From an optimization exercise on the open Yosys and OpenROAD flow, aimed at small area, a short achievable clock period and few clock cycles; shortcuts taken in it are not production practice. The RTL was checked by simulation tests, not by an equivalence proof against the original design. No activity file was given, so power comes from the tool's default toggle rates.

$ cat flow/constraint.sdc
create_clock -name core_clock -period 8.0 [get_ports {clk}]
set_input_delay 1.6000 -clock core_clock [delete_from_list [all_inputs] [get_ports {clk}]]
set_output_delay 1.6000 -clock core_clock [all_outputs]
set_load 0.01 [all_outputs]
$ cat flow/run.sh
#!/bin/bash
# synth_recipe.tcl (not shown) runs the flow's synth.tcl, then flattens the netlist and writes it again
# the make line also repeats each setting of config.mk as NAME=value (left out here)
make -C /OpenROAD-flow-scripts/flow DESIGN_CONFIG=/design/flow/config.mk WORK_HOME=/design/flow/orfs CLKGATE_MAP_FILE= SYNTH_SCRIPT=/design/flow/synth_recipe.tcl finish
$ cat flow/config.mk
export PLATFORM = sky130hd
export DESIGN_NAME = mp3
export DESIGN_NICKNAME = mp3
export VERILOG_FILES = /design/flow/design.v
export SDC_FILE = /design/flow/constraint.sdc
export NUM_CORES = 4
export LEC_CHECK = 0
export CAP_MARGIN = 20
export CORE_MARGIN = 2
export CORE_UTILIZATION = 40
export SETUP_SLACK_MARGIN = 4.0
export SLEW_MARGIN = 20
$ cat flow/design.v
module mp3
(
    input clk,
    input rst,
    output logic read_a,
    output logic write_a,
    output logic [1:0] wmask_a,
    output logic [15:0] address_a,
    output logic [15:0] wdata_a,
    input resp_a,
    input [15:0] rdata_a,
    output logic read_b,
    output logic write_b,
    output logic [1:0] wmask_b,
    output logic [15:0] address_b,
    output logic [15:0] wdata_b,
    input resp_b,
    input [15:0] rdata_b
);
assign read_a  = 1'b1;
assign write_a = 1'b0;
assign wmask_a = 2'b00;
assign wdata_a = 16'h0000;
logic [15:0] pc;           
logic [15:0] opa, opb;     
logic [15:0] sd;           
logic [5:0]  ir;           
logic [2:0]  wd;           
logic        ind;          
logic [2:0]  cc;           
logic [15:0] rf [0:7];
logic k_and, k_not, k_shf, k_ldb, k_stb, k_load, k_trap;
logic k_rd, k_wrd, k_sti, k_indir, k_req, k_wr, k_setc;
wire [15:0] sum = opa + opb;
logic [15:0] shres;
always_comb begin
    if (!ir[4])      shres = opa << ir[3:0];
    else if (!ir[5]) shres = opa >> ir[3:0];
    else             shres = $signed(opa) >>> ir[3:0];
end
logic [15:0] alures;
always_comb begin
    if (k_and)       alures = opa & opb;
    else if (k_not)  alures = ~opa;
    else if (k_shf)  alures = shres;
    else if (k_trap) alures = pc;        
    else             alures = sum;       
end
wire [15:0] ldval = k_ldb ? {8'h00, sum[0] ? rdata_b[15:8] : rdata_b[7:0]} : rdata_b;
wire [15:0] wbd   = k_load ? ldval : alures;
wire [15:0] ccsrc = k_load ? rdata_b : alures;
wire stall  = k_req & (!resp_b | (k_indir & !ind));
wire p1done = k_indir & !ind & resp_b;
wire [2:0] cc_e    = {ccsrc[15], ccsrc == 16'h0000, !ccsrc[15] && ccsrc != 16'h0000};
wire [2:0] cc_next = k_setc ? cc_e : cc;
assign read_b    = k_rd | (k_sti & !ind);
assign write_b   = k_wrd | (k_sti & ind);
assign address_b = sum;
assign wmask_b   = k_stb ? (sum[0] ? 2'b10 : 2'b01) : 2'b11;
assign wdata_b   = sd;
always_ff @(posedge clk) begin
    if (rst)
        ind <= 1'b0;
    else if (k_indir && resp_b)
        ind <= !ind;
end
always_ff @(posedge clk) begin
    if (!stall && k_wr)
        rf[wd] <= wbd;
    if (!stall && k_setc)
        cc <= cc_e;
end
wire [15:0] fi  = rdata_a;
wire [3:0]  fop = fi[15:12];
wire f_add   = fop == 4'b0001;
wire f_and   = fop == 4'b0101;
wire f_not   = fop == 4'b1001;
wire f_shf   = fop == 4'b1101;
wire f_lea   = fop == 4'b1110;
wire f_br    = fop == 4'b0000;
wire f_jmp   = fop == 4'b1100;
wire f_jsr   = fop == 4'b0100;
wire f_trap  = fop == 4'b1111;
wire f_ldr   = fop == 4'b0110;
wire f_ldb   = fop == 4'b0010;
wire f_ldi   = fop == 4'b1010;
wire f_str   = fop == 4'b0111;
wire f_stb   = fop == 4'b0011;
wire f_sti   = fop == 4'b1011;
wire f_store = f_str | f_stb | f_sti;
wire f_load  = f_ldr | f_ldb | f_ldi;
wire f_imm   = (f_add | f_and) & fi[5];
wire [2:0] ra  = fi[8:6];
wire [2:0] rb  = f_store ? fi[11:9] : fi[2:0];
wire [15:0] fa = (k_wr && wd == ra) ? wbd : rf[ra];
wire [15:0] fb = (k_wr && wd == rb) ? wbd : rf[rb];
wire [15:0] pc2  = pc + 16'd2;
wire [15:0] boff = f_jsr ? {{4{fi[10]}}, fi[10:0], 1'b0} : {{6{fi[8]}}, fi[8:0], 1'b0};
wire [15:0] tgt  = pc2 + boff;
wire taken = f_br && ((fi[11:9] & cc_next) != 3'b000);
logic [15:0] npc;
always_comb begin
    if (k_trap)                          npc = rdata_b;
    else if (taken || (f_jsr && fi[11])) npc = tgt;
    else if (f_jmp || f_jsr)             npc = fa;
    else                                 npc = pc2;
end
logic [15:0] na, nb;
always_comb begin
    if (f_lea || f_jsr)      na = pc2;
    else if (f_trap)         na = 16'h0000;
    else                     na = fa;
    if (f_lea)               nb = {{6{fi[8]}}, fi[8:0], 1'b0};
    else if (f_jsr)          nb = 16'h0000;
    else if (f_trap)         nb = {7'b0, fi[7:0], 1'b0};
    else if (f_imm)          nb = {{11{fi[4]}}, fi[4:0]};
    else if (f_ldb || f_stb) nb = {{10{fi[5]}}, fi[5:0]};
    else if (f_load || f_store) nb = {{9{fi[5]}}, fi[5:0], 1'b0};
    else                     nb = fb;
end
wire [15:0] nsd = f_stb ? {fb[7:0], fb[7:0]} : fb;
always_ff @(posedge clk) begin
    if (rst || (!stall && k_trap)) begin
        {k_and, k_not, k_shf, k_ldb, k_stb, k_load, k_trap} <= '0;
        {k_rd, k_wrd, k_sti, k_indir, k_req, k_wr, k_setc} <= '0;
    end else if (!stall) begin
        k_and   <= f_and;
        k_not   <= f_not;
        k_shf   <= f_shf;
        k_ldb   <= f_ldb;
        k_stb   <= f_stb;
        k_load  <= f_load;
        k_trap  <= f_trap;
        k_rd    <= f_load | f_trap;
        k_wrd   <= f_str | f_stb;
        k_sti   <= f_sti;
        k_indir <= f_ldi | f_sti;
        k_req   <= f_load | f_store | f_trap;
        k_wr    <= f_add | f_and | f_not | f_shf | f_lea | f_load | f_jsr | f_trap;
        k_setc  <= f_add | f_and | f_not | f_shf | f_lea | f_load;
    end
end
always_ff @(posedge clk) begin
    if (rst)
        pc <= 16'h0000;
    else if (!stall)
        pc <= npc;
end
always_ff @(posedge clk) begin
    if (!stall) begin
        opa <= na;
        opb <= nb;
        sd  <= nsd;
        ir  <= fi[5:0];
        wd  <= (f_jsr || f_trap) ? 3'd7 : fi[11:9];
    end else if (p1done) begin
        opa <= rdata_b;
        opb <= 16'h0000;
    end
end
assign address_a = pc;
endmodule
==> run_results.csv, run 1 <==
group,metric,value,unit
run_status,status,"timing/DRC/antenna clean",
sta,setup_violations,0,
die,core_region_area,37700,um^2
sta,grt_setup_unrepaired,"yes",
final_layout,final_common_cell,"edfxtp_1",
die,start_util,0.405,
place,globalplace.congestion,0.980,
setup_path,worstPathRequired,6.40,ns
min_path,worstHoldStart,"k_load",
synth,synth_top_family_by_area,"multiplexers",
clock_network,clkSlewWorstSetupHoldPaths,0.06,ns
synth,avgSynthCellArea,10.3,um^2
synth,ys_types,89,
die,row_count,71,
setup_path,cp-end-kind,"primary output",
sta,report.final.slew_viol_count,0,
sta,setup_tns,0,ns
sta,maxSlewHeadroom,0.377,
sta,hold_violations,0,
setup_path,crit_slowest_cell,"edfxtp_1",
clock_network,clkSinkCount,219,
synth,synth_seq_cells,219,
sta,period_share,0.564,
sta,hold_ws,0.459,ns
drt,wl_per_cell,27.6,um
setup_path,reg2regPathDepth,19,
synth,synth_edf_count,188,
setup_path,worstSetupPathType,"reg -> out",
global_route,gr-usage-all-layers,0.295,
power,pwr_density_cell,239,nW/um^2
setup_path,rr_startpoint,"opa[0]",
place,io_buffers,86,
setup_path,crit_arrival,2.91,ns
final_layout,final_cells,2161,
die,ioPinCount,108,
setup_path,cp_cell_sequence,"ha_4 -> inv_2 -> fa_2 -> nor2b_4 -> o31a_1 -> o2111a_2 -> o211ai_1 -> and2_4 -> xnor2_4 -> buf_6",
sta,tightest_slew,0.930,ns
place,hpwl,40.6,mm
synth,synth_compound_area_frac,0.169,
flow_run,cap_violations,0,
sta,fin_crit,4.51,ns
global_route,grtUsageMet3,0.0574,
synth,ys_seq_area_frac,0.410,
die,die-width,199,um
drt,num_vias,13700,
final_layout,layout_common_cells,"188 x edfxtp_1, 145 x nand2_1, 123 x nor2_1",
synth,async_reset_ff_frac,0,
drt,viasPerCell,6.33,
min_path,hold_depth,2,
die,die_h,199,um
die,die_area,39700,um^2
global_route,grt_pass1_wl,86.1,mm
global_route,top_usage_layer,"met2",
setup_path,rrSetupSlack,3.66,ns
synth,synth-xor-area-share,0.0252,
power,peakVddDrop,188,uV
place,place_area,16700,um^2
synth,yosys.area_share.adder,0.0280,
synth,yosys.area_share.simple,0.144,
drt,wirelength,59.6,mm
global_route,grt_max_degree,66,
setup_path,cpPeakStageDelay,0.46,ns
min_path,min_to,"k_load",
global_route,grt_antenna_before_repair,1,
setup_path,r2r-end,"pc[2]",
clock_network,cts_tree,"done",
global_route,grt_util_met1,0.372,
final_layout,final_cell_area,19200,um^2
drt,firstDrtPassIters,5,
final_layout,syn2layout_area_growth,25.9,%
clock_network,clk_latency,0.54,ns
final_layout,finalNetCount,1700,
drt,ant_nets,0,
synth,synth.area.top_cells,"edfxtp_1 37%, mux4_2 12%, mux2i_1 4.3%",
final_layout,drive_above_1_share,0.262,
synth,synthFlopType,"edfxtp_1",
global_route,gr-total-overflow,0,
power,p_leak,7.10,nW
sta,max_freq,222,MHz
global_route,met2_usage,0.476,
sta,finClkSkew,0.0295,ns
clock_network,numCtsBuffers,25,
synth,netlist.area_leader.share,0.370,
clock_network,clock-root-buffer,"clkbuf_16",
clock_network,cts_buffer_depth,3,
global_route,grt_pass1_vias,13200,
synth,synth_cells,1484,
synth,synth_largest_area_cell,"edfxtp_1",
synth,muxShareOfSynthArea,0.176,
drt,drc,0,
clock_network,htreeDepth,1,
setup_path,start_kind,"flop",
place,dpl.cell_count,2013,
setup_path,cp_max_fo,5,
synth,yosys_warnings,1,
drt,drt_iter0_drc,1418,
synth,syn-cell-area,15300,um^2
min_path,holdCritPathClass,"reg -> reg",
[state kept, by name, summed over array words and instances (netlist names), 3 cells and up]
register and flops:
rf 128, opa 16, opb 16, pc 16, sd 16, ir 6
cc 3, wd 3
[stage by stage]
stage	worst slack, ns	power, mW	util
floorplan	3.95	2.46	-
global placement	2.11	3.08	0.443
detailed placement	2.06	3.09	0.443
CTS	3.52	4.41	0.491
global route	3.42	4.76	0.510
finish	3.49	4.59	0.510
[metal layers]
layer	vias up	share of wire
met5	-	0
met4	0	0.065
met3	220	0.093
met2	787	0.46
met1	6718	0.38
li1	5946	-
[cell families after synthesis]
group | after synthesis
multiplexers | 164
AND/OR/NAND/NOR | 470
AO/OA/AOI/OAI | 392
adder cells (fa/ha/maj) | 33
flip-flops | 219
buffers and inverters | 160
other | 2
XOR/XNOR | 44
[timing repair]
action | 4_1_cts | 5_1_grt
hold buffers | 0 | 0
endpoints found under the hold margin | 0 | 0
pin swaps | 49 | 28
setup buffers | 59 | 37
gates cloned | 3 | 3
endpoints found under the setup margin | 77 | 47
resized for setup | 216 | 67
[synthesized netlist by cell type (all sizes together) (4+ instances only)]
library cell and n:
a211o 4, a211oi 22, a21o 10, a21oi 106, a221o 6, a221oi 16, a22oi 5, a311oi 7
a31oi 6, a32o 4, and2 14, and3 15, buf 45, clkbuf 74, dfxtp 31, edfxtp 188
ha 31, inv 39, mux2 16, mux2i 67, mux4 81, nand2 147, nand2b 22, nand3 34
nand3b 4, nand4 9, nor2 129, nor2b 21, nor3 36, nor4 10, o2111ai 5, o211ai 17
o21a 18, o21ai 96, o21bai 9, o22ai 17, o311ai 7, o31ai 5, or2 8, or3 7
or4 5, xnor2 27, xor2 17
[where the power goes]
part           switching, mW  total (mW)  internal [mW]
combinational           1.12        1.93          0.812
clock                  0.473        1.12          0.648
sequential            0.0909        1.54           1.45
total                   1.68        4.59           2.91
[how the worst max path moves through the flow]
stage,start,cells after the start,slack (ns),to
3_5_place_dp,rdata_a[13],14,2.06,opb[8]
6_report,opa[0],10,3.49,address_b[12]
5_1_grt,opa[0],10,3.42,address_b[12]
2_1_floorplan,rdata_a[0],14,3.95,pc[15]
4_1_cts,opa[0],10,3.52,address_b[12]
3_3_place_gp,rdata_a[13],14,2.11,opb[8]
[final cells by class]
| type | count | area (um^2) |
|---|---|---|
| Timing Repair Buffer | 220 | 2110 |
| Antenna cell | 1 | 2.50 |
| Clock buffer | 29 | 651 |
| Inverter | 41 | 158 |
| Fill cell | 3418 | 18500 |
| Tap cell | 511 | 639 |
| Sequential cell | 219 | 6270 |
| Clock inverter | 16 | 144 |
| Multi-Input combinational cell | 1124 | 9250 |
[critical path, delay by kind of cell (launching register included)]
| kind | cells | cell delay, ns |
|---|---|---|
| AOI/OAI and AO/OA | 3 | 0.86 |
| xor gates and xnor gates | 1 | 0.14 |
| adders and majority gates | 2 | 0.45 |
| buffers and inverters | 2 | 0.19 |
| DFF | 1 | 0.46 |
| and+or+nand+nor | 2 | 0.26 |
Testbench counts, summed over its fixed seeds: cycles 126,939.
==> inputs of run 2 (changes only) <==
--- a/flow/config.mk
+++ b/flow/config.mk
@@ -7,6 +7,6 @@
 export LEC_CHECK = 0
 export CAP_MARGIN = 20
 export CORE_MARGIN = 2
-export CORE_UTILIZATION = 40
+export CORE_UTILIZATION = 60
 export SETUP_SLACK_MARGIN = 4.0
 export SLEW_MARGIN = 20
==> run_results.csv, run 2 <==
group,metric,value,unit
clock_network,clkSlewWorstSetupHoldPaths,0.06,ns
clock_network,cts_hold_buf,0,
clock_network,clk_latency,0.55,ns
global_route,top_usage_layer,"met2",
run_status,status,"timing/DRC/antenna clean",
final_layout,final_cells,1963,
global_route,grt_pass1_wl,83.1,mm
global_route,grt_util_met1,0.513,
synth,synth_largest_area_cell,"edfxtp_1",
sta,hold_violations,0,
setup_path,cp-end-kind,"primary output",
power,total_power,4.42,mW
sta,hold_ws,0.467,ns
die,die-width,164,um
die,start_util,0.608,
min_path,holdCritPathClass,"reg -> reg",
global_route,gr-total-overflow,0,
sta,finClkSkew,0.0219,ns
setup_path,start_kind,"flop",
clock_network,htreeDepth,1,
drt,wirelength,56.4,mm
place,io_buffers,86,
synth,synthFlopType,"edfxtp_1",
die,row_count,58,
synth,async_reset_ff_frac,0,
power,peakVddDrop,215,uV
drt,ant_nets,0,
setup_path,crit_arrival,2.79,ns
sta,maxSlewHeadroom,0.266,
synth,synth_seq_cells,219,
sta,grt_setup_unrepaired,"yes",
place,globalplace.congestion,1.05,
sta,fin_crit,4.39,ns
global_route,grt_pass1_vias,13500,
global_route,gr-usage-all-layers,0.420,
clock_network,cts_buffer_depth,3,
clock_network,clkSinkCount,219,
synth,avgSynthCellArea,10.3,um^2
sta,setup_tns,0,ns
drt,wl_per_cell,28.7,um
die,core_region_area,25100,um^2
place,hpwl,37.5,mm
final_layout,drive_above_1_share,0.240,
die,die_area,26700,um^2
drt,firstDrtPassIters,7,
drt,drc,0,
final_layout,largest_reg_flops,128,
final_layout,syn2layout_area_growth,21.0,%
setup_path,worstPathRequired,6.40,ns
synth,netlist.area_leader.share,0.370,
synth,synth.area.top_cells,"edfxtp_1 37%, mux4_2 12%, mux2i_1 4.3%",
flow_run,cap_violations,0,
sta,setup_violations,0,
clock_network,numCtsBuffers,25,
setup_path,cp_max_fo,9,
final_layout,regMostFlops,"rf",
place,dpl.cell_count,1832,
die,ioPinCount,108,
die,die_h,164,um
power,p_leak,6.88,nW
global_route,grt_max_degree,56,
synth,ys_seq_area_frac,0.410,
clock_network,clock-root-buffer,"clkbuf_16",
synth,synth_cells,1484,
global_route,grtUsageMet3,0.102,
final_layout,num-fill-cells,1786,
power,pwr_density_cell,239,nW/um^2
synth,ys_types,89,
sta,period_share,0.549,
synth,yosys_warnings,1,
final_layout,final_cell_area,18500,um^2
sta,tightest_slew,1.10,ns
place,place_area,16400,um^2
drt,drt_iter0_drc,2203,
synth,synth_edf_count,188,
drt,num_vias,14100,
synth,syn-cell-area,15300,um^2
drt,viasPerCell,7.17,
sta,report.final.slew_viol_count,0,
final_layout,layout_common_cells,"188 x edfxtp_1, 144 x nand2_1, 125 x nor2_1",
synth,synthTopCellsByCount,"188 x edfxtp_1, 147 x nand2_1, 128 x nor2_1",
setup_path,worstSetupPathType,"reg -> out",
final_layout,finalNetCount,1685,
global_route,met2_usage,0.676,
clock_network,cts_tree,"done",
global_route,grt_antenna_before_repair,2,
sta,max_freq,228,MHz
synth,synth_most_common_cell,"edfxtp_1",
final_layout,final_common_cell,"edfxtp_1",
[run 2: cell types whose count changed in the layout (fill, tap and decap cells not counted), moves of 3 or more]
cell	change
o21ai_1	+3
dlygate4sd2_1	-3
a21oi_1	+4
xnor2_1	+3
buf_12	-5
mux2i_1	+3
clkdlybuf4s50_1	+3
a21oi_4	-4
buf_6	-9
[run 2: power by group]
group | switching (mW) | internal (mW) | total, mW
logic | 1.03 | 0.718 | 1.75
clock network | 0.478 | 0.638 | 1.12
registers | 0.106 | 1.45 | 1.56
[run 2: worst max-delay path: stages, from the launching register on]
cell and delay (ns):
edfxtp_1 0.62, ha_1 0.53, nand2_1 0.11, o21bai_1 0.30
nor2_1 0.08, mux2_4 0.27, a221oi_2 0.16, buf_2 0.16
[run 2: timing repair]
item	in CTS	in global routing
resized for setup	174	59
endpoints found under the setup margin	74	55
pin swaps	40	23
gates cloned	3	1
setup buffers	53	30
[run 2: cells by family (layout without fill, tap and decap cells)]
group	after synthesis	count (layout)	share of synthesized area
buffers and inverters	160	288	0.0466
multiplexers	164	164	0.176
AO/OA/AOI/OAI	392	392	0.169
flip-flops	219	219	0.410
adder cells (fa/ha/maj)	33	33	0.0280
other	2	22	0.000492
XOR/XNOR	44	44	0.0252
AND/OR/NAND/NOR	470	471	0.144
[run 2: worst paths after layout]
check,start,to,slack [ns],depth (start not counted)
worst max-delay path,opa[11],address_b[13],3.61,7
worst min-delay path,k_rd,k_rd,0.47,2
worst min register to register,k_rd,k_rd,0.47,2
worst max register to register,k_trap,pc[7],3.66,14
[run 2: metal layers]
metal / routed length (um) / up-vias
met5: 13 / -
met4: 4260 / 2
met3: 7180 / 309
met2: 25900 / 1111
met1: 19000 / 6726
li1: - / 5924
[run 2: metrics by stage]
step,worst slack [ns],util
after floorplan,3.95,-
after global placement,2.21,0.655
after detailed placement,2.11,0.655
after CTS,3.63,0.717
after global routing,3.54,0.735
final,3.61,0.736
[run 2: area by class of cell]
type | instances | area, um^2 | area share
clock buffers | 29 | 641 | 0.0347
repair buffers | 205 | 1850 | 0.100
inverters | 41 | 158 | 0.00854
flip-flops and latches | 219 | 6270 | 0.339
multi-input cells | 1124 | 9000 | 0.487
well taps | 330 | 413 | 0.0224
clock inverters | 13 | 131 | 0.00711
diodes | 2 | 5.00 | 0.000271
==> inputs of run 3 (changes only) <==
--- a/flow/config.mk
+++ b/flow/config.mk
@@ -5,6 +5,7 @@
 export SDC_FILE = /design/flow/constraint.sdc
 export NUM_CORES = 4
 export LEC_CHECK = 0
+export ABC_AREA = 1
 export CAP_MARGIN = 20
 export CORE_MARGIN = 2
 export CORE_UTILIZATION = 60
==> run_results.csv, run 3 <==
group,metric,value,unit
clock_network,numCtsBuffers,23,
synth,synth_largest_area_cell,"edfxtp_1",
global_route,gr-usage-all-layers,0.417,
clock_network,cts_buffer_depth,3,
synth,synth_edf_count,188,
drt,wirelength,60.9,mm
clock_network,clkSinkCount,219,
min_path,hold_depth,2,
clock_network,clock-root-buffer,"clkbuf_16",
setup_path,worst-path-buf-inv,6,
power,peakVddDrop,234,uV
die,ioPinCount,108,
global_route,gr-total-overflow,0,
final_layout,num-fill-cells,2065,
synth,netlist.area_leader.share,0.359,
sta,fin_crit,4.06,ns
setup_path,worstSetupPathType,"in -> reg",
setup_path,cp_top_family,"buffers and inverters",
flow_run,cap_violations,0,
run_status,status,"timing/DRC/antenna clean",
global_route,grt_pass1_vias,15200,
final_layout,largest_reg_flops,128,
sta,maxSlewHeadroom,0.277,
final_layout,utilization,0.726,
drt,firstDrtPassIters,6,
die,start_util,0.607,
sta,report.final.slew_viol_count,0,
synth,synthFlopType,"edfxtp_1",
setup_path,rrSetupSlack,4.20,ns
synth,synth_seq_cells,219,
sta,tightest_slew,1.08,ns
setup_path,cpPeakStageDelay,0.53,ns
drt,ant_nets,0,
drt,viasPerCell,6.52,
place,pre_cts_slack,2.22,ns
setup_path,reg2regPathDepth,18,
synth,avgSynthCellArea,7.33,um^2
synth,syn-cell-area,15700,um^2
final_layout,regMostFlops,"rf",
final_layout,diodes,0,
synth,async_reset_ff_frac,0,
final_layout,final_common_cell,"nand2_1",
place,io_buffers,86,
setup_path,crit_slowest_cell,"clkdlybuf4s50_1",
die,die-width,166,um
sta,layout_setup_ws,3.94,ns
setup_path,cp-end-kind,"flop",
final_layout,syn2layout_area_growth,19.6,%
clock_network,cts_tree,"done",
min_path,min_to,"k_sti",
synth,synth_most_common_cell,"nand2_1",
place,hpwl,40.0,mm
sta,period_share,0.507,
synth,synth.area.top_cells,"edfxtp_1 36%, nand2_1 12%, o21ai_0 6.6%",
drt,drt_iter0_drc,3279,
sta,grt_setup_unrepaired,"yes",
global_route,grt_pass1_wl,89.0,mm
drt,num_vias,17000,
clock_network,htreeDepth,1,
final_layout,drive_above_1_share,0.157,
sta,max_freq,246,MHz
synth,ys_seq_area_frac,0.398,
sta,hold_violations,0,
synth,synthTopCellsByCount,"523 x nand2_1, 210 x nor2_1, 207 x o21ai_0",
die,die_area,27500,um^2
setup_path,rr_startpoint,"ir[1]",
drt,drc,0,
die,core_region_area,25900,um^2
setup_path,worstPathRequired,8.36,ns
clock_network,cts_hold_buf,0,
setup_path,start_kind,"input port",
final_layout,layout_common_cells,"503 x nand2_1, 196 x nor2_1, 188 x edfxtp_1",
sta,setup_violations,0,
final_layout,seqCellArea,6270,um^2
final_layout,finalNetCount,2326,
setup_path,cp_max_fo,10,
sta,setup_tns,0,ns
min_path,holdCritPathClass,"reg -> reg",
die,die_h,166,um
synth,ys_types,56,
setup_path,cp_cell_sequence,"clkdlybuf4s50_1 -> inv_2 -> o21ai_4 -> buf_12 -> xor2_1 -> nor4_2 -> buf_4 -> clkinvlp_4 -> buf_4 -> o21ai_4 -> a21oi_1 -> o22ai_1 -> nand2_1 -> a21oi_1",
synth,yosys_warnings,1,
synth,synth_cells,2145,
clock_network,clk_latency,0.56,ns
die,row_count,59,
global_route,grt_antenna_before_repair,1,
setup_path,r2r-end,"pc[6]",
global_route,grt_max_degree,76,
sta,finClkSkew,0.0402,ns
place,globalplace.congestion,1.00,
drt,wl_per_cell,23.4,um
setup_path,crit_arrival,4.42,ns
final_layout,multiInputGateArea,8670,um^2
min_path,worstHoldStart,"k_sti",
power,pwr_density_cell,233,nW/um^2
power,p_leak,8.06,nW
clock_network,clkSlewWorstSetupHoldPaths,0.06,ns
-- run 3: cell types whose count changed in the layout (fill, tap and decap cells not counted), sizes merged, moves of 21 or more --
cell,delta
o21ai,+129
nand3,+161
mux2i,-67
o221ai,+22
xnor2,-25
nor3,-32
nor2b,-21
nor2,+86
nand2,+408
mux4,-81
nand2b,-22
a21oi,+72
inv,+162
-- run 3: power breakdown --
| part | switching [mW] | internal [mW] | leakage [nW] | total [mW] |
|---|---|---|---|---|
| Combinational | 1.16 | 0.634 | 5.68 | 1.80 |
| Sequential | 0.0988 | 1.44 | 2.04 | 1.54 |
| Clock | 0.473 | 0.569 | 0.347 | 1.04 |
| Total | 1.74 | 2.64 | 8.06 | 4.38 |
-- run 3: worst max-delay path by stage --
stage	startpoint	to	slack, ns	cells after the start
3_3_place_gp	rdata_a[12]	opb[9]	2.27	14
3_5_place_dp	rdata_a[12]	opb[9]	2.22	14
2_1_floorplan	rdata_a[12]	pc[15]	4.06	22
4_1_cts	rdata_a[14]	opb[4]	3.94	19
6_report	rdata_a[11]	opb[5]	3.94	14
5_1_grt	rdata_a[3]	pc[15]	3.88	20
-- run 3: logic make-up (layout without fill, tap and decap cells) --
logic type                 count (synthesis)  in the layout  synth area share
and+or+nand+nor                          996            996             0.275
DFF                                      219            219             0.398
xor gates and xnor gates                  26             26            0.0145
other                                      2             20          0.000478
buffers and inverters                    342            452            0.0934
adders and majority gates                 33             33            0.0272
AOI/OAI and AO/OA                        527            527             0.191
-- run 3: per-stage QoR --
step / area, um^2 / hold slack [ns] / cells / total power [mW]
after floorplan: 15800 / 0.442 / 2163 / 2.45
after global placement: 16700 / 0.458 / 2486 / 3.03
after detailed placement: 16700 / 0.460 / 2486 / 3.05
after CTS: 18300 / 0.470 / 2579 / 4.20
after global routing: 18800 / 0.489 / 2608 / 4.52
final: 18800 / 0.469 / 2608 / 4.38
-- run 3: final cells by class --
cell class	instances	area share
clock buffers	32	0.0345
clock inverters	9	0.00333
inverters	208	0.0428
multi-input cells	1602	0.461
flip-flops and latches	219	0.333
well taps	335	0.0223
repair buffers	201	0.102
repair inverters	2	0.000665
-- run 3: timing repair --
action | CTS | global route
buffers inserted | 45 | 28
cloned | 7 | 1
pin swaps | 20 | 43
gates resized for setup | 141 | 111
endpoints found under the setup margin | 79 | 50
-- run 3: metal layers --
metal	routed length (um)	track usage
met1	22900	0.599
met2	25200	0.606
met3	9530	0.0991
met4	3340	0.178
met5	13	0
-- run 3: worst register-to-register path, delay by kind of cell (launching register included) --
family / cells / cell delay [ns]
buffers and inverters: 1 / 0.26
DFF: 1 / 0.35
and+or+nand+nor: 12 / 1.62
AOI/OAI and AO/OA: 5 / 1.49
==> inputs of run 4 (changes only) <==
--- a/flow/design.v
+++ b/flow/design.v
@@ -24,7 +24,6 @@
 logic [15:0] pc;           
 logic [15:0] opa, opb;     
 logic [15:0] sd;           
-logic [5:0]  ir;           
 logic [2:0]  wd;           
 logic        ind;          
 logic [2:0]  cc;           
@@ -34,9 +33,9 @@
 wire [15:0] sum = opa + opb;
 logic [15:0] shres;
 always_comb begin
-    if (!ir[4])      shres = opa << ir[3:0];
-    else if (!ir[5]) shres = opa >> ir[3:0];
-    else             shres = $signed(opa) >>> ir[3:0];
+    if (!opb[4])      shres = opa << opb[3:0];        
+    else if (!opb[5]) shres = opa >> opb[3:0];
+    else              shres = $signed(opa) >>> opb[3:0];
 end
 logic [15:0] alures;
 always_comb begin
@@ -91,9 +90,10 @@
 wire f_load  = f_ldr | f_ldb | f_ldi;
 wire f_imm   = (f_add | f_and) & fi[5];
 wire [2:0] ra  = fi[8:6];
-wire [2:0] rb  = f_store ? fi[11:9] : fi[2:0];
+wire [2:0] rb  = (fi[13] & fi[12]) ? fi[11:9] : fi[2:0];    
 wire [15:0] fa = (k_wr && wd == ra) ? wbd : rf[ra];
-wire [15:0] fb = (k_wr && wd == rb) ? wbd : rf[rb];
+wire hit_b = k_wr && ((fi[13] & fi[12]) ? (wd == fi[11:9]) : (wd == fi[2:0]));
+wire [15:0] fb = hit_b ? wbd : rf[rb];
 wire [15:0] pc2  = pc + 16'd2;
 wire [15:0] boff = f_jsr ? {{4{fi[10]}}, fi[10:0], 1'b0} : {{6{fi[8]}}, fi[8:0], 1'b0};
 wire [15:0] tgt  = pc2 + boff;
@@ -114,6 +114,7 @@
     else if (f_jsr)          nb = 16'h0000;
     else if (f_trap)         nb = {7'b0, fi[7:0], 1'b0};
     else if (f_imm)          nb = {{11{fi[4]}}, fi[4:0]};
+    else if (f_shf)          nb = {10'b0, fi[5:0]};
     else if (f_ldb || f_stb) nb = {{10{fi[5]}}, fi[5:0]};
     else if (f_load || f_store) nb = {{9{fi[5]}}, fi[5:0], 1'b0};
     else                     nb = fb;
@@ -151,7 +152,6 @@
         opa <= na;
         opb <= nb;
         sd  <= nsd;
-        ir  <= fi[5:0];
         wd  <= (f_jsr || f_trap) ? 3'd7 : fi[11:9];
     end else if (p1done) begin
         opa <= rdata_b;
==> run_results.csv, run 4 <==
group,metric,value,unit
run_status,status,"timing/DRC/antenna clean",
global_route,gr-usage-all-layers,0.410,
sta,report.final.slew_viol_count,0,
drt,drt_iter0_drc,2714,
min_path,holdCritPathClass,"reg -> reg",
synth,ys_seq_area_frac,0.393,
final_layout,num-fill-cells,2065,
final_layout,finalNetCount,2299,
global_route,grt_antenna_before_repair,1,
final_layout,regMostFlops,"rf",
flow_run,cap_violations,0,
final_layout,layout_common_cells,"503 x nand2_1, 227 x o21ai_0, 198 x a21oi_1",
setup_path,cp-end-kind,"primary output",
clock_network,cts_tree,"done",
setup_path,cpPeakStageDelay,0.46,ns
power,pwr-share-comb,0.432,
die,row_count,58,
power,p_leak,7.75,nW
drt,firstDrtPassIters,7,
clock_network,clk_latency,0.53,ns
drt,wl_met1,21.2,mm
final_layout,largest_reg_flops,128,
power,total_power,4.42,mW
setup_path,start_kind,"flop",
clock_network,clkSinkCount,213,
setup_path,cp_top_family,"buffers and inverters",
global_route,grt_pass1_wl,83.8,mm
final_layout,syn2layout_area_growth,18.2,%
sta,hold_violations,0,
drt,wl_per_cell,22.2,um
power,sequentialPowerShare,0.336,
final_layout,seqCellArea,6090,um^2
die,core_region_area,25300,um^2
sta,period_share,0.502,
sta,fin_crit,4.01,ns
power,swShare,0.401,
global_route,grt_pass1_vias,15000,
power,switchingPower,1.77,mW
drt,top_layer,"met4",
setup_path,crit_arrival,2.41,ns
sta,setup_violations,0,
synth,synth_compound_area_frac,0.207,
power,pwr_density_cell,242,nW/um^2
drt,wl_met2,25.0,mm
synth,yosys_warnings,1,
clock_network,htreeDepth,1,
clock_network,cts_buffer_depth,3,
synth,synth-xor-area-share,0.0136,
setup_path,cp_max_fo,4,
drt,num_vias,16500,
power,p_clk_frac,0.231,
setup_path,worst-path-buf-inv,6,
die,ioPinCount,108,
synth,synth_largest_area_cell,"edfxtp_1",
synth,async_reset_ff_frac,0,
synth,netlist.area_leader.share,0.353,
place,io_buffers,86,
synth,synthFlopType,"edfxtp_1",
clock_network,clkSlewWorstSetupHoldPaths,0.07,ns
sta,tightest_slew,0.975,ns
synth,synth_cells,2136,
synth,synth_top_family_by_area,"simple AND/OR/NAND/NOR gates",
synth,synth.area.top_cells,"edfxtp_1 35%, nand2_1 12%, o21ai_0 8.1%",
synth,avgSynthCellArea,7.25,um^2
place,dpl.cell_count,2472,
die,die-width,165,um
synth,synth_seq_cells,213,
die,start_util,0.613,
synth,yosys.area_share.adder,0.0284,
sta,setup_tns,0,ns
place,globalplace.congestion,0.986,
sta,layout_setup_ws,3.99,ns
sta,finClkSkew,0.0111,ns
die,die_area,27100,um^2
setup_path,worstPathRequired,6.40,ns
power,peakVddDrop,217,uV
final_layout,final_common_cell,"nand2_1",
sta,max_freq,249,MHz
final_layout,multiInputGateArea,8550,um^2
synth,synth_most_common_cell,"nand2_1",
drt,wirelength,57.1,mm
setup_path,cp_common_cell,"nand2_1",
synth,synth_edf_count,182,
place,hpwl,39.0,mm
synth,muxShareOfSynthArea,0,
setup_path,crit_slowest_cell,"edfxtp_1",
setup_path,cp_cell_sequence,"buf_12 -> ha_4 -> inv_4 -> fa_2 -> inv_1 -> nand2_1 -> nand3_2 -> buf_6 -> buf_4 -> nand3b_1 -> nand2_1 -> nand2_1 -> nand2_1 -> buf_2",
clock_network,clock-root-buffer,"clkbuf_16",
setup_path,rrSetupSlack,4.24,ns
drt,ant_nets,0,
drt,met3WireLength,7.93,mm
place,pre_cts_slack,2.43,ns
drt,viasPerCell,6.42,
setup_path,worstSetupPathType,"reg -> out",
final_layout,drive_above_1_share,0.138,
drt,drc,0,
final_layout,final_cells,2576,
clock_network,numCtsBuffers,22,
synth,syn-cell-area,15500,um^2
global_route,gr-total-overflow,0,
global_route,grt_max_degree,83,
synth,ys_types,50,
sta,maxSlewHeadroom,0.349,
power,p_int,2.65,mW
sta,grt_setup_unrepaired,"yes",
die,die_h,165,um
synth,synthTopCellsByCount,"512 x nand2_1, 250 x o21ai_0, 201 x a21oi_1",
synth,yosys.area_share.simple,0.264,
==> run 4: cell types whose count changed in the layout (fill, tap and decap cells not counted), moves of 7 or more <==
| cell | previous run | this run |
|---|---|---|
| o21ai_0 | 183 | 227 |
| inv_2 | 15 | 8 |
| nand2_2 | 37 | 30 |
| nand3_1 | 174 | 158 |
| nor2_1 | 196 | 163 |
| inv_1 | 184 | 177 |
| o221ai_1 | 24 | 16 |
| a21oi_2 | 24 | 13 |
| a21oi_1 | 153 | 198 |
| buf_4 | 91 | 75 |
| o22ai_1 | 26 | 18 |
==> run 4: cell type report <==
class                      instances  area share
multi-input combinational       1609       0.467
sequential                       213       0.333
timing repair buffer             183      0.0944
inverter                         197      0.0431
clock buffer                      28      0.0313
tap                              330      0.0226
clock inverter                    11     0.00725
timing repair inverter             3     0.00123
antenna                            2    0.000273
==> run 4: power groups by stage <==
stage	combinational, mW	clock, mW	sequential (mW)
2_1_floorplan	1.08	0	1.49
3_5_place_dp	1.65	0	1.53
3_3_place_gp	1.63	0	1.52
6_report	1.91	1.02	1.49
4_1_cts	1.79	1.02	1.48
5_1_grt	2.06	1.06	1.49
==> run 4: worst reg2reg max path: cells and delay by family (launching register included) <==
family          cells  cell delay, ns
buf+inv             5            0.51
simple gates       17            1.63
flops               1            0.43
compound gates      3            0.47
xor+xnor            1            0.13
fa+ha+maj           2            0.48
==> run 4: layer usage <==
layer | vias to the layer above | GRT usage
met5 | - | 0
met4 | 0 | 0.177
met3 | 237 | 0.0884
met2 | 1285 | 0.638
met1 | 7557 | 0.556
li1 | 7457 | -
==> run 4: worst paths after layout <==
path	from	end	depth (start not counted)
max	opb[0]	address_b[14]	14
max reg2reg	opb[0]	pc[10]	28
min reg2reg	k_rd	k_rd	2
min	k_rd	k_rd	2
==> run 4: repair_timing <==
| item | CTS | global route |
|---|---|---|
| hold buffers | 0 | 0 |
| cloned | 6 | 4 |
| endpoints found under the setup margin | 82 | 60 |
| gates resized for setup | 121 | 101 |
| pin swaps | 7 | 20 |
| setup buffers | 34 | 19 |
==> run 4: stage by stage <==
step	utilization	cell area [um^2]	hold slack, ns
after floorplan	-	15600	0.445
after global placement	0.652	16500	0.455
after detailed placement	0.652	16500	0.474
after CTS	0.706	17800	0.498
after global routing	0.725	18300	0.525
final	0.725	18300	0.498
==> run 4: kinds of logic after synthesis <==
| kind of cell | after synthesis |
|---|---|
| other cells | 2 |
| fa+ha+maj | 34 |
| compound gates | 585 |
| flops | 213 |
| simple gates | 944 |
| xor+xnor | 24 |
| buf+inv | 334 |
Testbench counts of run 4, summed over its fixed seeds: cycles 126,939.
==> inputs of run 5 (changes only) <==
--- a/flow/config.mk
+++ b/flow/config.mk
@@ -9,5 +9,5 @@
 export CAP_MARGIN = 20
 export CORE_MARGIN = 2
 export CORE_UTILIZATION = 60
-export SETUP_SLACK_MARGIN = 4.0
+export SETUP_SLACK_MARGIN = 4.2
 export SLEW_MARGIN = 20
==> run_results.csv, run 5 <==
group,metric,value,unit
synth,synth_seq_cells,213,
run_status,status,"timing/DRC/antenna clean",
power,p_clk_frac,0.233,
place,globalplace.congestion,1.00,
die,row_count,58,
power,swShare,0.402,
synth,yosys_warnings,1,
synth,ys_types,50,
final_layout,drive_above_1_share,0.185,
clock_network,clock-root-buffer,"clkbuf_16",
die,die_area,27100,um^2
clock_network,numCtsBuffers,23,
sta,setup_tns,0,ns
power,sequentialPowerShare,0.320,
setup_path,cp-end-kind,"primary output",
clock_network,htreeDepth,1,
setup_path,crit_slowest_cell,"edfxtp_1",
setup_path,cpPeakStageDelay,0.53,ns
clock_network,cts_buffer_depth,3,
global_route,grt_pass1_vias,15100,
setup_path,worstPathRequired,6.40,ns
setup_path,worstSetupPathType,"reg -> out",
synth,synth_largest_area_cell,"edfxtp_1",
place,hpwl,38.7,mm
synth,ys_seq_area_frac,0.393,
power,peakVddDrop,226,uV
clock_network,clkSlewWorstSetupHoldPaths,0.06,ns
sta,fin_crit,3.95,ns
place,place_area,16400,um^2
power,pwr_density_cell,245,nW/um^2
place,dpl.cell_count,2466,
sta,max_freq,253,MHz
synth,avgSynthCellArea,7.25,um^2
drt,drc,0,
final_layout,final_common_cell,"nand2_1",
sta,report.final.slew_viol_count,0,
final_layout,syn2layout_area_growth,23.0,%
sta,tightest_slew,1.13,ns
sta,period_share,0.493,
setup_path,crit_arrival,2.35,ns
global_route,gr-total-overflow,0,
synth,netlist.area_leader.share,0.353,
drt,viasPerCell,6.54,
global_route,grt_antenna_before_repair,1,
final_layout,diodes,0,
global_route,grt_pass1_wl,86.7,mm
power,total_power,4.68,mW
synth,synth_edf_count,182,
final_layout,finalNetCount,2334,
die,start_util,0.613,
die,ioPinCount,108,
power,p_int,2.80,mW
synth,synthFlopType,"edfxtp_1",
sta,setup_violations,0,
clock_network,clkSinkCount,213,
final_layout,utilization,0.755,
synth,synth.area.top_cells,"edfxtp_1 35%, nand2_1 12%, o21ai_0 8.1%",
die,die-width,165,um
clock_network,cts_tree,"done",
min_path,holdCritPathClass,"reg -> reg",
setup_path,cp_cell_sequence,"ha_4 -> buf_4 -> nand2_1 -> inv_1 -> nand3_2 -> nor2_1 -> nor2_1 -> nand2_1 -> nand2_1 -> nand2_1 -> buf_2",
drt,num_vias,17100,
sta,grt_setup_unrepaired,"yes",
final_layout,largest_reg_flops,128,
power,switchingPower,1.88,mW
sta,maxSlewHeadroom,0.240,
setup_path,cp_common_cell,"nand2_1",
flow_run,cap_violations,0,
power,p_leak,8.08,nW
final_layout,regMostFlops,"rf",
die,die_h,165,um
drt,wirelength,60.5,mm
global_route,grt_max_degree,82,
die,core_region_area,25300,um^2
synth,synthTopCellsByCount,"512 x nand2_1, 250 x o21ai_0, 201 x a21oi_1",
sta,finClkSkew,0.0309,ns
synth,synth_cells,2136,
setup_path,cp_max_fo,4,
global_route,gr-usage-all-layers,0.428,
drt,ant_nets,0,
drt,drt_iter0_drc,3000,
power,pwr-share-comb,0.447,
synth,synth_most_common_cell,"nand2_1",
clock_network,clk_latency,0.55,ns
final_layout,final_cells,2610,
final_layout,final_cell_area,19100,um^2
place,io_buffers,86,
setup_path,start_kind,"flop",
synth,syn-cell-area,15500,um^2
drt,wl_per_cell,23.2,um
sta,hold_violations,0,
drt,firstDrtPassIters,7,
final_layout,layout_common_cells,"481 x nand2_1, 222 x o21ai_0, 191 x a21oi_1",
synth,async_reset_ff_frac,0,
[run 5: cell families (layout without fill, tap and decap cells)]
kind of cell,count (synthesis),in the layout,share of synthesized area
AOI/OAI and AO/OA,585,585,0.207
xor gates and xnor gates,24,24,0.0136
and+or+nand+nor,944,946,0.264
DFF,213,213,0.393
other,2,20,0.000485
adders and majority gates,34,34,0.0284
buffers and inverters,334,458,0.0927
[run 5: repair_timing]
action                     4_1_cts  5_1_grt
pin swaps                       25       38
hold buffers                     0        0
gates resized for setup        206      139
setup endpoints to repair       84       61
gates cloned                    10        4
setup buffers                   53       36
[run 5: power by group through the flow]
stage               Clock, mW  Sequential [mW]  Combinational, mW
finish                   1.09             1.50               2.09
CTS                      1.08             1.49               1.87
detailed placement          0             1.53               1.65
floorplan                   0             1.49               1.08
global route             1.13             1.50               2.22
global placement            0             1.53               1.63
[run 5: worst paths after layout]
kind         cells past startpoint     from             to  slack (ns)
max reg2reg                     26   opb[0]         pc[15]        4.28
min reg2reg                      2  k_indir        k_indir        0.50
max                             11  opa[11]  address_b[14]        4.05
min                              2  k_indir        k_indir        0.50
[run 5: metal layers]
| metal | GRT usage | share of wire | vias up |
|---|---|---|---|
| met5 | 0 | 0.00018 | - |
| met4 | 0.222 | 0.066 | 2 |
| met3 | 0.109 | 0.15 | 314 |
| met2 | 0.644 | 0.43 | 1503 |
| met1 | 0.572 | 0.35 | 7722 |
| li1 | - | - | 7537 |
[run 5: layout make-up]
class	count	area, um^2
clock buffers	28	594
flip-flops and latches	213	6090
repair inverters	3	23.8
fillers	1895	6200
inverters	197	810
well taps	330	413
repair buffers	217	2130
clock inverters	13	159
multi-input cells	1609	8840
[run 5: critical path: cells and delay by family (launching register included)]
family | cells | cell delay (ns)
fa+ha+maj | 1 | 0.34
simple gates | 7 | 0.58
buf+inv | 3 | 0.37
flops | 1 | 0.53
[run 5: stage by stage]
stage          setup slack (ns)  hold slack [ns]
3_3_place_gp               2.35            0.455
3_5_place_dp               2.31            0.465
4_1_cts                    4.04            0.474
5_1_grt                    4.03            0.525
6_report                   4.05            0.496
2_1_floorplan              4.17            0.445
==> inputs of run 6 (changes only) <==
--- a/flow/config.mk
+++ b/flow/config.mk
@@ -8,6 +8,6 @@
 export ABC_AREA = 1
 export CAP_MARGIN = 20
 export CORE_MARGIN = 2
-export CORE_UTILIZATION = 60
-export SETUP_SLACK_MARGIN = 4.2
+export CORE_UTILIZATION = 65
+export SETUP_SLACK_MARGIN = 4.0
 export SLEW_MARGIN = 20
==> run_results.csv, run 6 <==
group,metric,value,unit
run_status,status,"timing/DRC/antenna clean",
sta,maxSlewHeadroom,0.279,
clock_network,htreeDepth,1,
drt,drt_iter0_drc,3204,
synth,async_reset_ff_frac,0,
clock_network,clk_latency,0.52,ns
synth,synthFlopType,"edfxtp_1",
die,die-width,158,um
clock_network,numCtsBuffers,23,
clock_network,cts_buffer_depth,3,
power,pwr-share-comb,0.433,
synth,yosys_warnings,1,
sta,max_freq,247,MHz
synth,synth_edf_count,182,
sta,finClkSkew,0.0136,ns
drt,wl_met2,24.9,mm
min_path,holdCritPathClass,"reg -> reg",
synth,synth_seq_cells,213,
final_layout,final_cell_area,18300,um^2
drt,ant_nets,0,
power,total_power,4.46,mW
die,core_region_area,23400,um^2
final_layout,syn2layout_area_growth,18.1,%
synth,ys_seq_area_frac,0.393,
clock_network,cts_tree,"done",
synth,ys_types,50,
global_route,gr-total-overflow,0,
setup_path,worst-path-buf-inv,4,
die,start_util,0.662,
drt,wl_met1,20.3,mm
drt,viasPerCell,6.66,
place,globalplace.congestion,1.01,
final_layout,final_common_cell,"nand2_1",
drt,wirelength,58.7,mm
place,io_buffers,86,
sta,grt_setup_unrepaired,"yes",
drt,wl_per_cell,22.9,um
die,ioPinCount,108,
synth,synth.area.top_cells,"edfxtp_1 35%, nand2_1 12%, o21ai_0 8.1%",
global_route,grt_antenna_before_repair,2,
setup_path,crit_arrival,2.46,ns
clock_network,clkSlewWorstSetupHoldPaths,0.06,ns
drt,top_layer,"met4",
die,die_area,25100,um^2
drt,drc,0,
sta,hold_violations,0,
power,pwr_density_cell,244,nW/um^2
final_layout,largest_reg_flops,128,
sta,tightest_slew,1.08,ns
global_route,gr-usage-all-layers,0.448,
drt,num_vias,17100,
setup_path,crit_slowest_cell,"edfxtp_1",
power,peakVddDrop,186,uV
synth,avgSynthCellArea,7.25,um^2
power,sequentialPowerShare,0.335,
clock_network,clkSinkCount,213,
setup_path,cp_cell_sequence,"buf_12 -> ha_4 -> inv_2 -> fa_2 -> buf_6 -> o21bai_4 -> nand4_1 -> nand3_1 -> nand2_1 -> and2_1 -> buf_2",
setup_path,cpPeakStageDelay,0.41,ns
setup_path,cp_top_family,"adder cells",
synth,netlist.area_leader.share,0.353,
global_route,grt_max_degree,82,
synth,syn-cell-area,15500,um^2
setup_path,cp-end-kind,"primary output",
power,switchingPower,1.79,mW
global_route,grt_pass1_vias,15200,
flow_run,cap_violations,0,
setup_path,worstSetupPathType,"reg -> out",
die,die_h,158,um
place,place_area,16400,um^2
sta,period_share,0.507,
final_layout,regMostFlops,"rf",
clock_network,clock-root-buffer,"clkbuf_16",
final_layout,utilization,0.782,
synth,synthTopCellsByCount,"512 x nand2_1, 250 x o21ai_0, 201 x a21oi_1",
final_layout,layout_common_cells,"504 x nand2_1, 227 x o21ai_0, 192 x a21oi_1",
synth,synth_cells,2136,
sta,setup_violations,0,
die,row_count,56,
final_layout,drive_above_1_share,0.135,
setup_path,worstPathRequired,6.40,ns
synth,synth_largest_area_cell,"edfxtp_1",
sta,setup_tns,0,ns
power,p_int,2.67,mW
power,swShare,0.402,
drt,firstDrtPassIters,7,
global_route,grt_pass1_wl,84.9,mm
final_layout,num-fill-cells,1679,
place,hpwl,38.3,mm
setup_path,cp_max_fo,3,
sta,fin_crit,4.06,ns
final_layout,finalNetCount,2297,
synth,synth_most_common_cell,"nand2_1",
drt,met3WireLength,8.92,mm
power,p_clk_frac,0.231,
setup_path,start_kind,"flop",
sta,report.final.slew_viol_count,0,
power,p_leak,7.77,nW
==> run 6: repair_timing <==
item | CTS | global route
cloned | 7 | 3
hold buffers | 0 | 0
buffers inserted | 35 | 20
gates resized for setup | 123 | 92
setup endpoints to repair | 82 | 58
pin swaps | 10 | 16
==> run 6: per-layer routing <==
metal / up-vias / GRT usage
li1: 7455 / -
met3: 394 / 0.109
met1: 7635 / 0.589
met5: - / 0
met4: 0 / 0.253
met2: 1593 / 0.680
==> run 6: cell families after synthesis <==
family | share of synthesized area
and+or+nand+nor | 0.264
xor gates and xnor gates | 0.0136
adders and majority gates | 0.0284
buffers and inverters | 0.0927
AOI/OAI and AO/OA | 0.207
other | 0.000485
DFF | 0.393
==> run 6: layout make-up <==
class                           instances  area (um^2)  area share
Clock buffer                           26          587      0.0321
Timing Repair inverter                  4         27.5     0.00150
Inverter                              197          790      0.0432
Antenna cell                            3         7.51    0.000410
Timing Repair Buffer                  181         1750      0.0955
Tap cell                              319          399      0.0218
Sequential cell                       213         6090       0.333
Multi-Input combinational cell       1607         8530       0.466
Clock inverter                         14          120     0.00656
==> run 6: worst min-delay path, stage by stage, from the launching register on <==
cell,delay [ns]
dfxtp_1,0.30
nand2_1,0.06
a31oi_1,0.07
==> run 6: power by group through the flow <==
| stage | sequential (mW) | clock, mW | combinational [mW] |
|---|---|---|---|
| floorplan | 1.49 | 0 | 1.08 |
| global placement | 1.53 | 0 | 1.60 |
| detailed placement | 1.53 | 0 | 1.63 |
| CTS | 1.48 | 1.02 | 1.77 |
| global route | 1.50 | 1.06 | 2.07 |
| finish | 1.50 | 1.03 | 1.93 |
==> run 6: worst paths after layout <==
| kind | startpoint | endpoint | slack [ns] | cells after the start |
|---|---|---|---|---|
| max | opb[0] | address_b[12] | 3.94 | 11 |
| min | k_rd | k_rd | 0.49 | 2 |
| max reg2reg | opb[3] | opa[10] | 4.09 | 15 |
| min reg2reg | k_rd | k_rd | 0.49 | 2 |
==> run 6: stage by stage <==
stage                     setup WS (ns)  instances  hold slack [ns]
after global placement             2.54       2456            0.455
after CTS                          3.90       2538            0.480
final                              3.94       2564            0.488
after floorplan                    4.00       2154            0.445
after global routing               3.88       2562            0.503
after detailed placement           2.52       2456            0.463
==> inputs of run 7 (changes only) <==
--- a/flow/design.v
+++ b/flow/design.v
@@ -24,6 +24,7 @@
 logic [15:0] pc;           
 logic [15:0] opa, opb;     
 logic [15:0] sd;           
+logic [5:0]  ir;           
 logic [2:0]  wd;           
 logic        ind;          
 logic [2:0]  cc;           
@@ -33,9 +34,9 @@
 wire [15:0] sum = opa + opb;
 logic [15:0] shres;
 always_comb begin
-    if (!opb[4])      shres = opa << opb[3:0];        
-    else if (!opb[5]) shres = opa >> opb[3:0];
-    else              shres = $signed(opa) >>> opb[3:0];
+    if (!ir[4])      shres = opa << ir[3:0];
+    else if (!ir[5]) shres = opa >> ir[3:0];
+    else             shres = $signed(opa) >>> ir[3:0];
 end
 logic [15:0] alures;
 always_comb begin
@@ -45,7 +46,7 @@
     else if (k_trap) alures = pc;        
     else             alures = sum;       
 end
-wire [15:0] ldval = k_ldb ? {8'h00, sum[0] ? rdata_b[15:8] : rdata_b[7:0]} : rdata_b;
+wire [15:0] ldval = k_ldb ? {8'h00, alo[0] ? rdata_b[15:8] : rdata_b[7:0]} : rdata_b;
 wire [15:0] wbd   = k_load ? ldval : alures;
 wire [15:0] ccsrc = k_load ? rdata_b : alures;
 wire stall  = k_req & (!resp_b | (k_indir & !ind));
@@ -54,8 +55,15 @@
 wire [2:0] cc_next = k_setc ? cc_e : cc;
 assign read_b    = k_rd | (k_sti & !ind);
 assign write_b   = k_wrd | (k_sti & ind);
-assign address_b = sum;
-assign wmask_b   = k_stb ? (sum[0] ? 2'b10 : 2'b01) : 2'b11;
+wire [6:0] alo;
+wire       ac7;
+add7 alow (.a(opa[6:0]), .b(opb[6:0]), .s(alo), .co(ac7));
+wire [8:0] ahi_inc, ahi_dec;
+incdec9 u_ahi (.a(opa[15:7]), .inc(ahi_inc), .dec(ahi_dec));
+wire [8:0] ahi;
+csel9 apick (.c(ac7), .h1(opb[15] ? opa[15:7] : ahi_inc), .h0(opb[15] ? ahi_dec : opa[15:7]), .y(ahi));
+assign address_b = {ahi, alo};
+assign wmask_b   = k_stb ? (alo[0] ? 2'b10 : 2'b01) : 2'b11;
 assign wdata_b   = sd;
 always_ff @(posedge clk) begin
     if (rst)
@@ -90,10 +98,9 @@
 wire f_load  = f_ldr | f_ldb | f_ldi;
 wire f_imm   = (f_add | f_and) & fi[5];
 wire [2:0] ra  = fi[8:6];
-wire [2:0] rb  = (fi[13] & fi[12]) ? fi[11:9] : fi[2:0];    
+wire [2:0] rb  = f_store ? fi[11:9] : fi[2:0];
 wire [15:0] fa = (k_wr && wd == ra) ? wbd : rf[ra];
-wire hit_b = k_wr && ((fi[13] & fi[12]) ? (wd == fi[11:9]) : (wd == fi[2:0]));
-wire [15:0] fb = hit_b ? wbd : rf[rb];
+wire [15:0] fb = (k_wr && wd == rb) ? wbd : rf[rb];
 wire [15:0] pc2  = pc + 16'd2;
 wire [15:0] boff = f_jsr ? {{4{fi[10]}}, fi[10:0], 1'b0} : {{6{fi[8]}}, fi[8:0], 1'b0};
 wire [15:0] tgt  = pc2 + boff;
@@ -108,13 +115,11 @@
 logic [15:0] na, nb;
 always_comb begin
     if (f_lea || f_jsr)      na = pc2;
-    else if (f_trap)         na = 16'h0000;
+    else if (f_trap)         na = {7'b0, fi[7:0], 1'b0};
     else                     na = fa;
     if (f_lea)               nb = {{6{fi[8]}}, fi[8:0], 1'b0};
-    else if (f_jsr)          nb = 16'h0000;
-    else if (f_trap)         nb = {7'b0, fi[7:0], 1'b0};
+    else if (f_jsr || f_trap) nb = 16'h0000;
     else if (f_imm)          nb = {{11{fi[4]}}, fi[4:0]};
-    else if (f_shf)          nb = {10'b0, fi[5:0]};
     else if (f_ldb || f_stb) nb = {{10{fi[5]}}, fi[5:0]};
     else if (f_load || f_store) nb = {{9{fi[5]}}, fi[5:0], 1'b0};
     else                     nb = fb;
@@ -152,6 +157,7 @@
         opa <= na;
         opb <= nb;
         sd  <= nsd;
+        ir  <= fi[5:0];
         wd  <= (f_jsr || f_trap) ? 3'd7 : fi[11:9];
     end else if (p1done) begin
         opa <= rdata_b;
@@ -160,3 +166,27 @@
 end
 assign address_a = pc;
 endmodule
+module add7
+(
+    input  [6:0] a, b,
+    output logic [6:0] s,
+    output logic co
+);
+assign {co, s} = a + b;
+endmodule
+module incdec9
+(
+    input  [8:0] a,
+    output logic [8:0] inc, dec
+);
+assign inc = a + 9'd1;
+assign dec = a - 9'd1;
+endmodule
+module csel9
+(
+    input        c,
+    input  [8:0] h1, h0,
+    output logic [8:0] y
+);
+assign y = c ? h1 : h0;
+endmodule
--- a/flow/config.mk
+++ b/flow/config.mk
@@ -5,9 +5,9 @@
 export SDC_FILE = /design/flow/constraint.sdc
 export NUM_CORES = 4
 export LEC_CHECK = 0
-export ABC_AREA = 1
 export CAP_MARGIN = 20
 export CORE_MARGIN = 2
-export CORE_UTILIZATION = 65
+export CORE_UTILIZATION = 60
 export SETUP_SLACK_MARGIN = 4.0
 export SLEW_MARGIN = 20
+export SYNTH_HIERARCHICAL = 1
==> run_results.csv, run 7 <==
group,metric,value,unit
clock_network,numCtsBuffers,24,
place,hpwl,37.7,mm
power,peakVddDrop,255,uV
sta,hold_violations,0,
clock_network,htreeDepth,1,
synth,synthTopCellsByCount,"188 x edfxtp_1, 160 x nand2_1, 120 x a21oi_1",
die,die-width,168,um
synth,muxShareOfSynthArea,0.196,
final_layout,regMostFlops,"rf",
setup_path,cp-end-kind,"flop",
final_layout,largest_reg_flops,128,
die,die_h,168,um
synth,synth_compound_area_frac,0.159,
synth,synth_largest_area_cell,"edfxtp_1",
die,start_util,0.605,
synth,synth_most_common_cell,"edfxtp_1",
sta,setup_tns,0,ns
drt,drt_iter0_drc,2132,
sta,fin_crit,4.31,ns
sta,finClkSkew,0.0398,ns
global_route,gr-total-overflow,0,
die,ioPinCount,108,
synth,synth_seq_cells,219,
final_layout,layout_common_cells,"188 x edfxtp_1, 156 x nand2_1, 114 x nor2_1",
synth,synth_cells,1579,
setup_path,worstSetupPathDepth,14,
clock_network,clk_latency,0.54,ns
flow_run,cap_violations,0,
setup_path,cpPeakStageDelay,0.55,ns
drt,firstDrtPassIters,6,
final_layout,utilization,0.707,
setup_path,cp_max_fo,5,
drt,num_vias,14300,
clock_network,cts_buffer_depth,3,
sta,setup_violations,0,
min_path,hold_depth,2,
global_route,grt_pass1_wl,83.7,mm
synth,synth_edf_count,188,
setup_path,crit_arrival,4.76,ns
clock_network,clkSinkCount,219,
drt,drc,0,
final_layout,num-fill-cells,1959,
synth,yosys.area_share.adder,0.0346,
synth,avgSynthCellArea,10.2,um^2
clock_network,cts_tree,"done",
synth,yosys_warnings,7,
synth,yosys.area_share.simple,0.141,
setup_path,start_kind,"flop",
min_path,holdCritPathClass,"reg -> reg",
clock_network,clock-root-buffer,"clkbuf_16",
synth,synthFlopType,"edfxtp_1",
power,p_leak,7.02,nW
drt,viasPerCell,7.06,
clock_network,cts_hold_buf,0,
synth,syn-cell-area,16200,um^2
place,globalplace.congestion,1.06,
sta,maxSlewHeadroom,0.360,
die,row_count,60,
power,total_power,4.46,mW
setup_path,cp_top_family,"compound AO/OA/AOI/OAI gates",
synth,async_reset_ff_frac,0,
place,io_buffers,86,
setup_path,worstPathRequired,8.45,ns
final_layout,finalNetCount,1739,
sta,period_share,0.539,
synth,synth.area.top_cells,"edfxtp_1 35%, mux4_2 11%, mux2i_1 4.9%",
setup_path,worst-path-buf-inv,2,
setup_path,crit_slowest_cell,"edfxtp_1",
sta,grt_setup_unrepaired,"yes",
synth,ys_seq_area_frac,0.387,
sta,report.final.slew_viol_count,0,
synth,synth-xor-area-share,0.0309,
drt,wl_per_cell,27.5,um
synth,ys_types,93,
final_layout,final_common_cell,"edfxtp_1",
final_layout,drive_above_1_share,0.215,
run_status,status,"timing/DRC/antenna clean",
drt,wirelength,55.5,mm
global_route,gr-usage-all-layers,0.391,
die,core_region_area,26700,um^2
synth,netlist.area_leader.share,0.349,
setup_path,worstSetupPathType,"reg -> reg",
sta,max_freq,232,MHz
die,die_area,28300,um^2
global_route,grt_antenna_before_repair,1,
synth,synth_top_family_by_area,"multiplexers",
sta,tightest_slew,0.954,ns
setup_path,cp_cell_sequence,"buf_6 -> fa_1 -> mux2_4 -> o211ai_1 -> nor4_2 -> o311ai_2 -> nand4_1 -> a311oi_2 -> nand4_1 -> buf_6 -> or2_4 -> o21ai_4 -> o21ai_0 -> a211oi_1",
setup_path,reg2regPathDepth,14,
global_route,grt_pass1_vias,13500,
power,pwr_density_cell,236,nW/um^2
global_route,grt_max_degree,48,
clock_network,clkSlewWorstSetupHoldPaths,0.07,ns
drt,ant_nets,0,
final_layout,syn2layout_area_growth,16.9,%
## run 7: layer usage
layer | global-route usage | wire length, um | share of wire
met1 | 0.513 | 20400 | 0.37
met2 | 0.627 | 25200 | 0.45
met5 | 0 | 0 | 0
met4 | 0.208 | 3940 | 0.071
met3 | 0.0691 | 5930 | 0.11
## run 7: what timing repair did
action	4_1_cts	5_1_grt
buffers inserted	34	10
resized for setup	150	56
setup endpoints to repair	88	59
gates cloned	4	0
pin swaps	24	20
## run 7: cell families after synthesis
family          after synthesis
simple gates                478
compound gates              396
flops                       219
mux                         204
buf+inv                     180
xor+xnor                     57
fa+ha+maj                    43
other cells                   2
## run 7: path summary, 6_finish.rpt
path	from	to	slack, ns
min	k_rd	k_rd	0.47
max	opb[1]	pc[4]	3.69
min reg2reg	k_rd	k_rd	0.47
max reg2reg	opb[1]	pc[4]	3.69
## run 7: per-stage QoR
stage	worst slack (ns)	cells	hold WS (ns)	instance area, um^2
finish	3.69	2020	0.469	18900
global route	3.65	2019	0.507	18900
CTS	3.74	2009	0.472	18600
detailed placement	2.38	1927	0.464	17200
global placement	2.43	1927	0.452	17200
floorplan	3.92	1597	0.432	16400
## run 7: per-module statistics from Yosys (local to each module, per instance)
module | cell area, um^2 | cells inside | flip-flops and latches
incdec9 | 287 | 42 | 0
mp3 | 15500 | 1490 | 219
add7 | 287 | 37 | 0
csel9 | 146 | 10 | 0
## run 7: report_power, final
group / total [mW] / switching [mW] / internal (mW)
sequential: 1.57 / 0.117 / 1.45
combinational: 1.84 / 1.06 / 0.779
clock: 1.05 / 0.458 / 0.590
total: 4.46 / 1.64 / 2.82
## run 7: worst register-to-register path, cell delays in order, from the launching register on
cell	delay [ns]
edfxtp_1	0.55
buf_6	0.19
fa_1	0.48
mux2_4	0.32
o211ai_1	0.30
nor4_2	0.09
o311ai_2	0.45
nand4_1	0.19
a311oi_2	0.30
nand4_1	0.15
buf_6	0.16
or2_4	0.27
o21ai_4	0.30
o21ai_0	0.25
a211oi_1	0.24
## run 7: layout make-up
class / count / area [um^2] / share of cell area
multi-input cells: 1200 / 9760 / 0.516
flip-flops and latches: 219 / 6270 / 0.331
repair buffers: 165 / 1530 / 0.0807
clock buffers: 31 / 627 / 0.0332
well taps: 341 / 427 / 0.0226
inverters: 50 / 188 / 0.00993
clock inverters: 13 / 113 / 0.00596
diodes: 1 / 2.50 / 0.000132
Testbench counts of run 7, summed over its fixed seeds: cycles 126,939.

what the ideal ports hide:
Ports are ideal in the flow. The routed layouts listed here were re-timed in OpenROAD. Step 1 sets driving cells, clkbuf_16 on the clock port and buf_2 on the other inputs (assumed; they add their load-dependent delay and slew). Step 2 moves the port delays by t, midway between the first and last clock arrival at a register: inputs arrive t later, outputs are due t later. That takes back most of the time a late clock gives input paths. a / b / c = no drivers / after step 1 / after step 2; a / b = the first two.
| run | t (ns) | setup WS [ns] | worst setup path after step 2 | worst data-port slew with drivers (ns) | pins driven straight from the clock port |
|---|---|---|---|---|---|
| run 1 | 0.576 | 3.491 / 3.439 / 3.245 | input to register | 0.04 | 1 |
| run 2 | 0.591 | 3.612 / 3.561 / 3.199 | input to register | 0.04 | 1 |
| run 3 | 0.591 | 3.940 / 3.953 / 3.373 | input to register | 0.05 | 1 |
| run 4 | 0.579 | 3.986 / 3.934 / 3.445 | input to register | 0.04 | 1 |
| run 5 | 0.589 | 4.053 / 4.003 / 3.630 | input to register | 0.05 | 1 |
| run 6 | 0.569 | 3.944 / 3.890 / 3.403 | input to register | 0.04 | 1 |
| run 7 | 0.573 | 3.689 / 3.659 / 3.194 | input to register | 0.05 | 1 |
After both steps every run listed still meets setup and hold. The setup slack of run 3, which loses most, moves by +0.013 ns with the drivers and by -0.567 ns with both steps.
